This is an optimization exercise on Yosys and OpenROAD, whose aim is small area, not a production implementation. Only simulation tests tie the RTL to the original design; equivalence was not proved.

Setup of before:
==> flow/design.v <==
module seg_decoder (
    input  [3:0] digit,
    output [6:0] seg
    );
    wire [3:0] d = digit;
    assign seg[0] = (d[2]&~d[1]&~d[0]) | (d[3]&d[1]&d[0]) | (~d[3]&~d[2]&~d[1]&d[0]);
    assign seg[1] = ~((~d[2]) | (~d[3]&~d[1]&~d[0]) | (~d[3]&d[1]&d[0]));
    assign seg[2] = (d[3]&d[2]) | (~d[3]&~d[2]&d[1]&~d[0]);
    assign seg[3] = (d[2]&d[1]&d[0]) | (d[3]&d[1]) | (~d[3]&~d[2]&~d[1]&d[0]) | (~d[3]&d[2]&~d[1]&~d[0]);
    assign seg[4] = d[0] | (~d[3]&d[2]&~d[1]);
    assign seg[5] = (d[1]&d[0]) | (~d[3]&~d[2]&d[0]) | (~d[3]&~d[2]&d[1]);
    assign seg[6] = (~d[3]&~d[2]&~d[1]) | (d[3]&d[2]&~d[1]) | (~d[3]&d[2]&d[1]&d[0]);
endmodule
module seven_seg_display (
    input  [2:0]  sel,
    input         blank,
    input  [15:0] cur,
    input  [15:0] best,
    output [7:0]  an,
    output [6:0]  seg,
    output        dp
    );
    wire [7:0] on = 8'd1 << sel;                     
    wire [31:0] v = {best, cur & {16{~blank}}};
    reg  [3:0] digit;
    integer j;
    always @(*) begin
        digit = 4'd0;
        for (j = 0; j < 8; j = j + 1)
            digit = digit | (v[4*j +: 4] & {4{on[j]}});
    end
    seg_decoder dec (.digit(digit), .seg(seg));
    assign an = ~on;
    assign dp = ~(on[3] | on[7]) | (digit[3] & digit[2]);
endmodule
module clock_divider (
    input            clk,
    input            rst,
    output reg [9:0] scan,
    output           tick
    );
    reg  [4:0] c25;
    wire [10:0] cy;                        
    assign cy[0] = 1'b1;
    genvar i;
    generate for (i = 0; i < 10; i = i + 1) begin : g_scan
        assign cy[i+1] = cy[i] & scan[i];
    end endgenerate
    wire wrap = c25[4] & c25[3];           
    wire [4:0] c25_inc = {c25[4] ^ (&c25[3:0]), c25[3] ^ (&c25[2:0]),
                          c25[2] ^ (&c25[1:0]), c25[1] ^ c25[0], ~c25[0]};
    always @(posedge clk) begin
        scan <= rst ? 10'd0 : (scan ^ cy[9:0]);
        c25  <= rst ? 5'd31 : (wrap ? 5'd0 : c25_inc);
    end
    assign tick = wrap & ~c25[0] & ~scan[1] & ~scan[0];
endmodule
module debouncer (
    input      clk,
    input      rst,    
    input      I,      
    output reg O       
    );
    localparam [9:0] CLR   = 10'd97;
    localparam [9:0] HMASK = 10'b1011111101;
    localparam [9:0] HIT   = 10'b0001010101;
    reg  [9:0] q;
    wire diff = I ^ O;
    wire hit  = ((q & HMASK) == HIT);
    wire clr  = rst | ~diff | hit;            
    always @(posedge clk) begin
        q <= clr ? CLR : {~q[8:0], q[2] ^ q[9]};
        O <= ~rst & (O ^ (diff & hit));
    end
endmodule
module lfsr_random (
    input         clk,
    input         load,    
    output [11:0] lfsr
    );
    localparam [11:0] SEED = 12'hACE;
    localparam [11:0] POL  = 12'hAAA;
    reg  [11:0] s;
    assign lfsr = s ^ POL;
    wire fb = lfsr[11] ^ lfsr[3] ^ lfsr[2] ^ lfsr[0];
    always @(posedge clk)
        s <= load ? (SEED ^ POL) : ({lfsr[10:0], fb} ^ POL);
endmodule
module reaction_timer (
    input             clk,
    input             clear,
    input             fail,
    input             load,        
    input      [15:0] load_val,
    input             inc,
    input             bcd,
    output reg [15:0] t
    );
    function [4:0] dig;            
        input [3:0] d;
        input c, dec;
        reg w, c1, c2, c3;
        begin
            c1 = c & d[0];
            c2 = c1 & d[1];
            c3 = c2 & d[2];
            w  = c & dec & d[3] & d[0];             
            dig = {c & d[3] & d[0] & (dec | (d[1] & d[2])),
                   (d[3] ^ c3) & ~w, d[2] ^ c2, (d[1] ^ c1) & ~w, d[0] ^ c};
        end
    endfunction
    wire [4:0] n0 = dig(t[3:0],   inc,   bcd);
    wire [4:0] n1 = dig(t[7:4],   n0[4], bcd);
    wire [4:0] n2 = dig(t[11:8],  n1[4], bcd);
    wire [4:0] n3 = dig(t[15:12], n2[4], 1'b0);
    wire [15:0] nx = {n3[3:0], n2[3:0], n1[3:0], n0[3:0]};
    localparam [15:0] FAILV = 16'hEA1C;
    always @(posedge clk)
        t <= clear ? 16'h0000 : fail ? FAILV : (nx | (load_val & {16{load}}));
endmodule
module max_record_tracker (
    input         clk,
    input         clear,
    input         update,
    input  [15:0] cur,
    output [15:0] best
    );
    reg  [15:0] bn;
    assign best = ~bn;
    wire [16:0] y;
    assign y[0] = 1'b1;
    genvar i;
    generate for (i = 0; i < 16; i = i + 1) begin : g_cmp
        assign y[i+1] = (cur[i] & bn[i]) | (cur[i] & y[i]) | (bn[i] & y[i]);
    end endgenerate
    wire take = update & ~y[16];
    always @(posedge clk)
        bn <= clear ? 16'h0000 : (take ? ~cur : bn);
endmodule
module reaction_game_top(
    input        CLK100MHZ,
    input        RST,
    input        BTNC,
    input        BTNL,
    input        BTNR,
    output [6:0] SEG,
    output [7:0] AN,
    output       DP,
    output       LED15
    );
    wire btnc, btnl, btnr;
    debouncer db_start(.clk(CLK100MHZ), .rst(RST), .I(BTNC), .O(btnc));
    debouncer db_react(.clk(CLK100MHZ), .rst(RST), .I(BTNL), .O(btnl));
    debouncer db_reset(.clk(CLK100MHZ), .rst(RST), .I(BTNR), .O(btnr));
    wire [9:0] scan;
    wire tick;
    clock_divider tbase(.clk(CLK100MHZ), .rst(RST), .scan(scan), .tick(tick));
    wire [11:0] lfsr;
    lfsr_random rnd(.clk(CLK100MHZ), .load(RST | btnr), .lfsr(lfsr));
    localparam [2:0] S_SHOW  = 3'b000,
                     S_SHOW1 = 3'b001,
                     S_WAIT  = 3'b011,
                     S_DELAY = 3'b010,
                     S_REACT = 3'b100;
    reg [2:0] state;
    wire [15:0] t;
    wire [15:0] best;
    wire big = (lfsr >= 12'd3001);
    wire end_big    = ~t[12] & t[10] & t[9] & t[5] & t[4] & t[3] & t[1];
    wire end_nonbig = t[13] & t[8] & t[7] & t[6] & t[5] & t[4] & t[1] & t[0];
    wire delay_end  = end_big | end_nonbig;
    wire timeout = t[15] & t[13];                     
    wire go   = ~RST & ~btnr;
    wire in_show = (state == S_SHOW) | (state == S_SHOW1);
    reg [2:0] nstate;
    always @(*) begin
        nstate = state;
        case (state)
            S_SHOW, S_SHOW1: nstate = btnc ? S_WAIT : S_SHOW;
            S_WAIT:  nstate = btnl ? S_SHOW : S_DELAY;
            S_DELAY: if (btnl) nstate = S_SHOW;
                     else if (tick & delay_end) nstate = S_REACT;
            S_REACT: if (btnl) nstate = S_SHOW1;
                     else if (timeout) nstate = S_SHOW;
            default: nstate = S_SHOW;
        endcase
    end
    always @(posedge CLK100MHZ)
        state <= go ? nstate : S_SHOW;
    wire t_clear = ~go | (in_show & btnc) | ((state == S_DELAY) & tick & delay_end & ~btnl);
    wire t_fail  = ((state == S_WAIT) | (state == S_DELAY)) & btnl
                 | (state == S_REACT) & ~btnl & timeout;
    wire t_load  = (state == S_WAIT);
    wire t_inc   = tick & ((state == S_DELAY) | (state == S_REACT));
    reaction_timer tm(.clk(CLK100MHZ), .clear(t_clear), .fail(t_fail),
        .load(t_load), .load_val({3'b000, ~big, ~lfsr}),
        .inc(t_inc), .bcd(state[2]), .t(t));
    max_record_tracker mr(.clk(CLK100MHZ), .clear(~go), .update(state == S_SHOW1),
        .cur(t), .best(best));
    seven_seg_display disp(.sel(scan[9:7]), .blank(state == S_DELAY),
        .cur(t), .best(best), .an(AN), .seg(SEG), .dp(DP));
    assign LED15 = (state == S_REACT);
endmodule
==> flow/config.mk <==
export PLATFORM = sky130hd
export DESIGN_NAME = reaction_game_top
export DESIGN_NICKNAME = reaction_game_top
export VERILOG_FILES = /design/flow/design.v
export SDC_FILE = /design/flow/constraint.sdc
export NUM_CORES = 4
export LEC_CHECK = 0
export CAP_MARGIN = 0
export CORE_MARGIN = 2
export CORE_UTILIZATION = 65
export PLACE_DENSITY = 0.8
export SLEW_MARGIN = 0
==> flow/constraint.sdc <==
create_clock -name core_clock -period 100.0 [get_ports {CLK100MHZ}]
set_input_delay 20.0000 -clock core_clock [delete_from_list [all_inputs] [get_ports {CLK100MHZ}]]
set_output_delay 20.0000 -clock core_clock [all_outputs]
set_load 0.01 [all_outputs]
standard.sh (not shown) runs the stock make flow with config.mk's settings and CLKGATE_MAP_FILE= SYNTH_SCRIPT=/design/flow/synth_recipe.tcl, a recipe that flattens the netlist after the stock synthesis.
==> flow/flow/run.sh <==
#!/bin/bash
# Own layout flow: the standard synthesis, then an area-oriented re-mapping
# of the combinational logic (registers kept as the standard synthesis made
# them, same instances and names), then the standard layout steps.
set -euo pipefail
W=$PWD
F=$W/flow
R=$W/orfs/results/$FLOW_PLATFORM/reaction_game_top/base
LIB=$FLOW_HOME/platforms/$FLOW_PLATFORM/lib/sky130_fd_sc_hd__tt_025C_1v80.lib

# 1. standard synthesis
bash standard.sh synth > $W/log_1_synth.txt 2>&1

# 2. re-map the combinational logic for area
cp $R/1_2_yosys.v $W/std_1_2_yosys.v
sed -e "s#@LIB@#$LIB#g" -e "s#@IN@#$W/std_1_2_yosys.v#g" -e "s#@OUT@#$W/remap_1_2_yosys.v#g" \
    -e "s#@ABC@#$F/area.abc#g" $F/remap.ys > $W/remap.ys
yosys -s $W/remap.ys > $W/log_2_remap.txt 2>&1
cp $W/remap_1_2_yosys.v $R/1_2_yosys.v
rm -f $R/1_synth.odb $R/1_synth.sdc

# 3. standard layout from the re-mapped netlist
export BUFFER_PORTS_ARGS="-buffer_cell sky130_fd_sc_hd__buf_1"
export CTS_ARGS="-sink_clustering_enable -repair_clock_nets -dont_use_dummy_load -buf_list sky130_fd_sc_hd__clkbuf_8 -root_buf sky130_fd_sc_hd__clkbuf_8 -sink_clustering_size 25 -sink_clustering_max_diameter 100"
bash standard.sh finish > $W/log_3_layout.txt 2>&1
Other scripts of this flow, unchanged in this note and not shown: flow/flow/area.abc, flow/flow/remap.ys
Inputs modified between before and after:
- a change of CAP_MARGIN from 0 to 20
- a deleted PLACE_DENSITY that had been 0.8
- a change of SLEW_MARGIN from 0 to 20
- a change of CORE_UTILIZATION from 65 to 40
Notes after the runs:
The worst hold slack of after falls short of that of before by 9.0 ps. before → after: number of fill cells in the layout +484, wire length on met1 +about 5%. Delta (after minus before): standard cell area after detailed placement rose by 41 sq um; violation count after the first detailed-routing iteration moved down; final instance area up 1.0%. Re end-of-flow core utilization: after and before aren't equal, and the lower value belongs to after. after vs before, sequential share of layout area went down by 0.47 points. Worst setup slack ended up 3.0 ps lower on after than on before. Global-route track usage on met3, after and before: lower on after. The lower slew of the pin with the lowest slew margin of after and before is in after.

## static timing again, ports no longer ideal
No port has a modelled driver above. Below, the same layouts with a new extraction and two added sets of constraints.
Step 1, drivers: a clkbuf_16 drives CLK100MHZ and a buf_2 each remaining input, both assumed.
Step 2, shift: input delay + t, output delay - t, t = (earliest + latest rising clock arrival at the registers) / 2. This alone moves slack from input paths to output paths.
Three values: no drivers, after step 1, after step 2; two values: the first two.
run	t (ns)	setup WS [ns]	worst setup path at the end	worst data-port slew with drivers (ns)
before	0.379	77.293 / 77.263 / 77.641	register to output	0.03
after	0.365	77.290 / 77.262 / 77.627	register to output	0.04
After both steps setup and hold are still met in every run listed.
